This design comes from an exercise in tuning for small area on the open sky130 flow, not from production work.
Only simulation tests tie the RTL to the original design; equivalence was not proved.
No driver is modelled on the clock port, so clocking that relies on it looks cheaper here than on a real chip.
Power and IR drop assume default switching activity.

// channel_ctrl
module channel_ctrl
    #(parameter integer WIDTH = 64,
    parameter integer MAIN_FIFO_BITS = 12,
    parameter integer LOCAL_FIFO_DEPTH = 8)
    (output logic [WIDTH-2:0] channel_event,
    output logic [9:0] adc_word,
    output logic fifo_empty,
    output logic triggered_natural,
    output logic csa_reset,
    output logic sample,
    output logic clk_out,
    input logic channel_enabled,
    input logic hit,
    input logic [9:0] dout,
    input logic done,
    input logic [7:0] chip_id,
    input logic [5:0] channel_id,
    input logic [7:0] adc_burst,
    input logic [7:0] adc_hold_delay,
    input logic [31:0] timestamp_32b,
    input logic unsigned [7:0] reset_length,
    input logic enable_dynamic_reset,
    input logic cds_mode,
    input logic mark_first_packet,
    input logic read_local_fifo_n,
    input logic external_trigger,
    input logic cross_trigger,
    input logic periodic_trigger,
    input logic periodic_reset,
    input logic enable_min_delta_adc,
    input logic threshold_polarity,
    input logic [9:0] dynamic_reset_threshold,
    input logic [9:0] digital_threshold,
    input logic [7:0] min_delta_adc,
    input logic fifo_full,
    input logic fifo_half,
    input logic enable_local_fifo_diagnostics,
    input logic channel_mask,
    input logic external_trigger_mask,
    input logic cross_trigger_mask,
    input logic periodic_trigger_mask,
    input logic enable_periodic_trigger_veto,
    input logic enable_hit_veto,
    input logic clk,
    input logic reset_n);
export LEC_CHECK = 0
export CAP_MARGIN = 20
export CORE_MARGIN = 2
export CORE_UTILIZATION = 40
export SLEW_MARGIN = 20
create_clock -name core_clock -period 10.0 [get_ports {clk}]
standard.sh (not shown) runs the stock make flow with config.mk's settings and CLKGATE_MAP_FILE= SYNTH_SCRIPT=/design/flow/synth_recipe.tcl, a recipe that flattens the netlist after the stock synthesis.
==> flow/flow/run.sh <==
#!/bin/bash
# Standard layout (the standard.sh), with the port buffers made from the
# smallest buffer cell and a clock tree of smaller buffers.
export BUFFER_PORTS_ARGS="-buffer_cell sky130_fd_sc_hd__buf_1"
export CTS_ARGS="-sink_clustering_enable -repair_clock_nets -dont_use_dummy_load -buf_list {sky130_fd_sc_hd__clkbuf_8} -root_buf sky130_fd_sc_hd__clkbuf_8 -sink_clustering_size 18 -sink_clustering_max_diameter 50"
bash standard.sh > standard.log 2>&1
Rerun with:
==> flow/flow/run.sh (replaced) <==
#!/bin/bash
# Standard layout (the standard.sh), with the port buffers made from the
# smallest buffer cell and a clock tree of smaller buffers.
export BUFFER_PORTS_ARGS="-buffer_cell sky130_fd_sc_hd__buf_1"
export CTS_ARGS="-sink_clustering_enable -repair_clock_nets -dont_use_dummy_load -buf_list {sky130_fd_sc_hd__clkbuf_8} -root_buf sky130_fd_sc_hd__clkbuf_8 -sink_clustering_size 20 -sink_clustering_max_diameter 50"
export RECOVER_POWER=100
bash standard.sh > standard.log 2>&1
The new run finished but failed the layout checks on max-capacitance violations, max-slew violations.
Cell count stays flat.
Register-to-register slack is worse by 0.94 ns.
Non-clock buffer count does not change.
Worst hold slack stays flat.
Design area drops by 0.95%.
Flip-flop and latch count does not change.
Synthesized cell count does not change.
Worst setup slack gets worse by 0.57 ns.
Area after synthesis stays the same.
Total power shrinks by 1.4%.
Wire length hardly moves.

---

P:
channel_ctrl, a different RTL version from the one above (not shown whole).
Size: about 1,300 cells after synthesis, roughly 470 flip-flops, ~210 I/O pins, roughly 19,000 um^2 of cells after synthesis.
Settings: LEC_CHECK=0, CAP_MARGIN=20, CORE_MARGIN=2, CORE_UTILIZATION=40, SLEW_MARGIN=20; clock period 10.0 ns.
==> flow/flow/run.sh <==
#!/bin/bash
# Standard layout (the standard.sh), with the port buffers made from the
# smallest buffer cell and a clock tree of smaller buffers.
export BUFFER_PORTS_ARGS="-buffer_cell sky130_fd_sc_hd__buf_1"
export CTS_ARGS="-sink_clustering_enable -repair_clock_nets -dont_use_dummy_load -buf_list {sky130_fd_sc_hd__clkbuf_8} -root_buf sky130_fd_sc_hd__clkbuf_8 -sink_clustering_size 17 -sink_clustering_max_diameter 75"
bash standard.sh > standard.log 2>&1
Here is what was changed in the inputs of Q compared with P.
==> flow/flow/run.sh <==
#!/bin/bash
# Standard layout (the standard.sh), with the port buffers made from the
# smallest buffer cell and a clock tree of smaller buffers.
export BUFFER_PORTS_ARGS="-buffer_cell sky130_fd_sc_hd__buf_1"
export CTS_ARGS="-sink_clustering_enable -repair_clock_nets -dont_use_dummy_load -buf_list {sky130_fd_sc_hd__clkbuf_8} -root_buf sky130_fd_sc_hd__clkbuf_8 -sink_clustering_size 20 -sink_clustering_max_diameter 50"
bash standard.sh > standard.log 2>&1
### Flow results
Summary — power share of the clock group, Q relative to P: higher, by 0.9 points. Changes observed in Q relative to P: final standard cell count with taps included and fillers excluded about even; final critical path time including I/O delays and setup lost 73 ps. Diff P -> Q: final instance area now sits higher; signed area change from the synthesized netlist to the final layout saw an increase; utilization picked up an extra 0.17 points; clock edge transition at the registers on the reported setup and hold paths closely matched the old numbers.
Changes in R relative to Q:
==> flow/flow/run.sh <==
#!/bin/bash
# Standard layout (the standard.sh), with the port buffers made from the
# smallest buffer cell and a clock tree of smaller buffers.
export BUFFER_PORTS_ARGS="-buffer_cell sky130_fd_sc_hd__buf_1"
export CTS_ARGS="-sink_clustering_enable -repair_clock_nets -dont_use_dummy_load -buf_list {sky130_fd_sc_hd__clkbuf_8} -root_buf sky130_fd_sc_hd__clkbuf_8 -sink_clustering_size 22 -sink_clustering_max_diameter 45"
bash standard.sh > standard.log 2>&1
Notes after the runs:
The clock group power number comes out lower for Q vs R.
The starting utilization of the core area of Q and that of R are within noise of each other.
On R: cell-internal power is about 1.7% higher than what Q gave.
R against Q: worst setup slack -32 ps, sequential share of layout area -0.29 points, highest clock rate -about 0.5%, logic gate share of total power -0.4 points, via count of the first global-routing pass ~0 delta.
Looking at R and Q, the total routed wirelength is a wash.
There was hardly any difference in post-CTS clock slew at the launch and capture registers of the worst setup and hold paths between R and Q.
Edits applied to the flow inputs when going from R to S:
==> flow/flow/run.sh <==
#!/bin/bash
# Standard layout (the standard.sh), with the port buffers made from the
# smallest buffer cell and a clock tree of smaller buffers.
export BUFFER_PORTS_ARGS="-buffer_cell sky130_fd_sc_hd__buf_1"
export CTS_ARGS="-sink_clustering_enable -repair_clock_nets -dont_use_dummy_load -buf_list {sky130_fd_sc_hd__clkbuf_8} -root_buf sky130_fd_sc_hd__clkbuf_8 -sink_clustering_size 20 -sink_clustering_max_diameter 70"
bash standard.sh > standard.log 2>&1
Notes after the runs:
Looking at the reports, S completed the entire flow and the layout it produced met the timing, DRC and antenna checks.
Higher detailed-routed wire length on met2 among R and S: R
Transition time of the tightest slew-check pin: S > R
On number of standard cells in the final layout excluding fillers: S sits below R.
S gives less wire length of the first global-routing pass than R did.
When S is set beside R, its total power turns out to be 3.7% smaller.

---

old:
Starting RTL as in the previous note.
clock: 10.0 ns
lec_check: 0
cap_margin: 20
core_margin: 2
core_utilization: 40
slew_margin: 20
==> flow/flow/run.sh <==
#!/bin/bash
# Standard layout (the standard.sh), with the port buffers made from the
# smallest buffer cell and a clock tree of smaller buffers.
export BUFFER_PORTS_ARGS="-buffer_cell sky130_fd_sc_hd__buf_1"
export CTS_ARGS="-sink_clustering_enable -repair_clock_nets -dont_use_dummy_load -buf_list {sky130_fd_sc_hd__clkbuf_8} -root_buf sky130_fd_sc_hd__clkbuf_8 -sink_clustering_size 20 -sink_clustering_max_diameter 60"
bash standard.sh > standard.log 2>&1
> inputs changed (old -> new)
==> flow/flow/run.sh <==
#!/bin/bash
# Standard layout (the standard.sh), with the port buffers made from the
# smallest buffer cell and a clock tree of smaller buffers.
export BUFFER_PORTS_ARGS="-buffer_cell sky130_fd_sc_hd__buf_1"
export CTS_ARGS="-sink_clustering_enable -repair_clock_nets -dont_use_dummy_load -buf_list {sky130_fd_sc_hd__clkbuf_8 sky130_fd_sc_hd__clkbuf_16} -root_buf sky130_fd_sc_hd__clkbuf_8 -sink_clustering_size 20 -sink_clustering_max_diameter 80"
bash standard.sh > standard.log 2>&1
--- outcome ---
There was hardly any difference in detail-routed net length per standard cell between new and old. Multi-input gate share of the layout cell area was higher in old than in new. new -> old: maximum number of pins on one net before global-route repair delta 0, exact match. Sequential share of layout area was higher in the run labelled old. Power, old and new, lower one = old. When the final numbers for old and new were put side by side, the final standard cell count with taps included and fillers excluded turned out to be greater in old. Higher total of fill cells in the finished design was reported by old, not new.

---

== nickel ==
RTL: one of the versions met above, not the one the previous note started from.
Size: about 470 flip-flops, ~19000 um2 of cells after synthesis.
Settings: LEC_CHECK=0, CAP_MARGIN=20, CORE_MARGIN=2, CORE_UTILIZATION=40, GPL_TIMING_DRIVEN=0, SLEW_MARGIN=20; clock period 10.0 ns.
==> flow/flow/run.sh <==
#!/bin/bash
# Standard layout (the standard.sh), with the port buffers made from the
# smallest buffer cell and a clock tree of smaller buffers.
export BUFFER_PORTS_ARGS="-buffer_cell sky130_fd_sc_hd__buf_1"
export CTS_ARGS="-sink_clustering_enable -repair_clock_nets -dont_use_dummy_load -buf_list {sky130_fd_sc_hd__clkbuf_16} -root_buf sky130_fd_sc_hd__clkbuf_8 -sink_clustering_size 30 -sink_clustering_max_diameter 70"
bash standard.sh > standard.log 2>&1
### nickel -> ember
Settings: an added PLACE_DENSITY of 0.75; a change of CORE_UTILIZATION from 40 to 55; a deleted GPL_TIMING_DRIVEN that had been 0.
==> flow/flow/run.sh <==
#!/bin/bash
# Standard layout (the standard.sh), with the port buffers made from the
# smallest buffer cell and a clock tree of smaller buffers.
export BUFFER_PORTS_ARGS="-buffer_cell sky130_fd_sc_hd__buf_1"
export CTS_ARGS="-sink_clustering_enable -repair_clock_nets -dont_use_dummy_load -buf_list {sky130_fd_sc_hd__clkbuf_8} -root_buf sky130_fd_sc_hd__clkbuf_8 -sink_clustering_size 20 -sink_clustering_max_diameter 50"
export RECOVER_POWER=100
bash standard.sh > standard.log 2>&1
Notes after the runs:
- Although it ran to completion, ember produced a layout that fails the final checks because of capacitance limit, slew limit.
- Per the comparison of ember with nickel, combined area of the multi-input logic cells down 1.5%; cell area down about 5%; worst clock skew down 0.0038 ns; clock network fraction of total power down 1.5 points; count of clock-net buffers in the final layout up 12.
- ember vs nickel, first element of the critical path: read_local_fifo_n vs fifo_inst.loaded
Here is what was changed in the inputs of fjord compared with ember.
Settings: PLACE_DENSITY: 0.75 -> unset; CORE_UTILIZATION: 55 -> 40.
--- a/flow/flow/run.sh
+++ b/flow/flow/run.sh
@@ -5,3 +5,3 @@
 export CTS_ARGS="-sink_clustering_enable -repair_clock_nets -dont_use_dummy_load -buf_list {sky130_fd_sc_hd__clkbuf_8} -root_buf sky130_fd_sc_hd__clkbuf_8 -sink_clustering_size 20 -sink_clustering_max_diameter 50"
-export RECOVER_POWER=100
+export POST_CTS_TCL="$PWD/flow/post_cts.tcl"
 bash standard.sh > standard.log 2>&1
==> flow/flow/post_cts.tcl (new file) <==
# Sourced by ORFS at the end of CTS (POST_CTS_TCL): downsize cells on paths
# with slack to spare, then repair slew and capacitance again.
estimate_parasitics -placement
repair_timing -recover_power 100 -verbose
repair_design -slew_margin 20 -cap_margin 20 -verbose
detailed_placement
check_placement -verbose
==> comparison <==
fjord | status: complete | timing, DRC, antenna: pass. Measured against each other, ember and fjord differ in wire length, the higher figure coming from fjord. Going from ember to fjord, count of inserted tapcells increased 35%, total power consumption of the routed design increased about 1.5%, non-clock buffer count increased 11, area after detailed placement increased 1.1%, clock distribution power increased about 5%. fjord vs ember, largest stage delay on the critical path went down by 0.43 ns. In the metrics for ember and fjord, the one carrying the lower internal power summed over all cells is ember. Compared with ember, in fjord post-route standard cell area excluding fillers up about 2.3%; power per cell area down 2.1 nW/um2; core utilization down 16 points.
> inputs changed (fjord -> juniper)
==> flow/flow/run.sh <==
#!/bin/bash
# Standard layout (the standard.sh), with the port buffers made from the
# smallest buffer cell and a clock tree of smaller buffers.
export BUFFER_PORTS_ARGS="-buffer_cell sky130_fd_sc_hd__buf_1"
export CTS_ARGS="-sink_clustering_enable -repair_clock_nets -dont_use_dummy_load -buf_list {sky130_fd_sc_hd__clkbuf_8} -root_buf sky130_fd_sc_hd__clkbuf_8 -sink_clustering_size 16 -sink_clustering_max_diameter 40"
bash standard.sh > standard.log 2>&1
removed: flow/flow/post_cts.tcl
[summary]
Measured against each other, fjord and juniper differ in switching power share of the total, the higher figure coming from fjord. Of fjord and juniper, the run reporting the higher layout-stage area growth over the synthesis result was juniper. In juniper relative to fjord, final wirelength had gone up slightly. juniper — summed area of non-filler cells in the final layout 1.2% higher, fjord as reference.

---

channel_ctrl again, from the RTL that the note above started with.
==> flow/config.mk <==
export PLATFORM = sky130hd
export DESIGN_NAME = channel_ctrl
export DESIGN_NICKNAME = channel_ctrl
export VERILOG_FILES = /design/flow/design.v
export SDC_FILE = /design/flow/constraint.sdc
export NUM_CORES = 4
export LEC_CHECK = 0
export CAP_MARGIN = 20
export CORE_MARGIN = 2
export CORE_UTILIZATION = 40
export SLEW_MARGIN = 20
==> flow/constraint.sdc <==
create_clock -name core_clock -period 10.0 [get_ports {clk}]
set_input_delay 2.0000 -clock core_clock [delete_from_list [all_inputs] [get_ports {clk}]]
set_output_delay 2.0000 -clock core_clock [all_outputs]
set_load 0.01 [all_outputs]
==> flow/flow/run.sh <==
#!/bin/bash
# Standard layout (the standard.sh), with the port buffers made from the
# smallest buffer cell and a clock tree of smaller buffers.
export BUFFER_PORTS_ARGS="-buffer_cell sky130_fd_sc_hd__buf_1"
export CTS_ARGS="-sink_clustering_enable -repair_clock_nets -dont_use_dummy_load -buf_list {sky130_fd_sc_hd__clkbuf_4 sky130_fd_sc_hd__clkbuf_8} -root_buf sky130_fd_sc_hd__clkbuf_8 -sink_clustering_size 16 -sink_clustering_max_diameter 45"
bash standard.sh > standard.log 2>&1
The first run produced a clean layout.
Next try:
==> flow/flow/run.sh (replaced) <==
#!/bin/bash
# Standard layout (the standard.sh), with the port buffers made from the
# smallest buffer cell and a clock tree of smaller buffers.
export BUFFER_PORTS_ARGS="-buffer_cell sky130_fd_sc_hd__buf_1"
export CTS_ARGS="-sink_clustering_enable -repair_clock_nets -dont_use_dummy_load -buf_list {sky130_fd_sc_hd__clkbuf_8} -root_buf sky130_fd_sc_hd__clkbuf_8 -sink_clustering_size 22 -sink_clustering_max_diameter 50"
bash standard.sh > standard.log 2>&1
After rerunning:
- The new run completed with no timing, DRC or antenna violations
- area after synthesis does not change
- wire length is about the same
- clock-buffer cell count goes down by 14
- worst setup slack improved by 14 ps
- non-clock buffer count does not change
- synthesized cell count does not change
- global-route usage barely changes
Next try:
==> flow/flow/run.sh (replaced) <==
#!/bin/bash
# Standard layout (the standard.sh), with the port buffers made from the
# smallest buffer cell and a clock tree of smaller buffers.
export BUFFER_PORTS_ARGS="-buffer_cell sky130_fd_sc_hd__buf_1"
export CTS_ARGS="-sink_clustering_enable -repair_clock_nets -dont_use_dummy_load -buf_list {sky130_fd_sc_hd__clkbuf_8} -root_buf sky130_fd_sc_hd__clkbuf_8 -sink_clustering_size 20 -sink_clustering_max_diameter 70"
bash standard.sh > standard.log 2>&1
The new run finished with timing, DRC and antenna clean.
Area after synthesis is unchanged.
Power goes down by 1.2%.
Non-clock buffer count is unchanged.
Via count barely changes.
Synthesized cell count does not change.
Register-to-register slack barely changes.
Global-route usage goes down by 0.11 points.
Setup slack improved by 15 ps.
Design area goes down by 0.38%.
Core utilization goes down by 0.17 points.
Next try:
==> flow/flow/run.sh (replaced) <==
#!/bin/bash
# Standard layout (the standard.sh), with the port buffers made from the
# smallest buffer cell and a clock tree of smaller buffers.
export BUFFER_PORTS_ARGS="-buffer_cell sky130_fd_sc_hd__buf_1"
export CTS_ARGS="-sink_clustering_enable -repair_clock_nets -dont_use_dummy_load -buf_list {sky130_fd_sc_hd__clkbuf_8} -root_buf sky130_fd_sc_hd__clkbuf_8 -sink_clustering_size 20 -sink_clustering_max_diameter 50"
bash standard.sh > standard.log 2>&1
Result:
- cell count rose slightly
- worst setup slack gets worse by 17 ps
- non-clock buffer count is unchanged
- sequential share of layout area fell by 0.28 points
- core utilization rose by 0.20 points
- worst hold slack gets better by 5.4 ps
- area after synthesis is unchanged
- final area rose slightly
- via count hardly moves

-- separate check: timing with driven ports --
The flow's constraints put no driver on any port. The routed layouts listed below were extracted and timed again, unchanged, in two steps. Step 1 sets driving cells, clkbuf_16 on the clock port and buf_2 on the other inputs (assumed; they add their load-dependent delay and slew). Step 2 times the ports against the registers' clock, not the clock port: input delays grow and output delays shrink by t, the midpoint of the rising clock arrivals with the driver on. Slacks: ideal ports / drivers / drivers and shift; pairs: ideal ports / drivers.
| run | t, ns | setup slack, ns | clock arrival spread, ns | worst data-port slew with drivers (ns) | cell pins on the clock port's net |
|---|---|---|---|---|---|
| P | 0.633 | 3.599 / 3.623 / 2.990 | 0.082 / 0.082 | 0.11 | 1 |
| Q | 0.658 | 3.672 / 3.681 / 3.037 | 0.091 / 0.091 | 0.10 | 1 |
| R | 0.657 | 3.640 / 3.653 / 3.006 | 0.093 / 0.093 | 0.10 | 1 |
| S | 0.662 | 3.591 / 3.614 / 2.951 | 0.119 / 0.119 | 0.10 | 1 |
| old | 0.631 | 3.591 / 3.616 / 2.984 | 0.126 / 0.125 | 0.11 | 1 |
| new | 0.714 | 3.685 / 3.661 / 2.994 | 0.113 / 0.114 | 0.10 | 1 |
After both steps setup and hold are still met in every run listed. For new, which loses most, drivers alone change the setup slack by -0.024 ns; drivers and shift together by -0.691 ns.
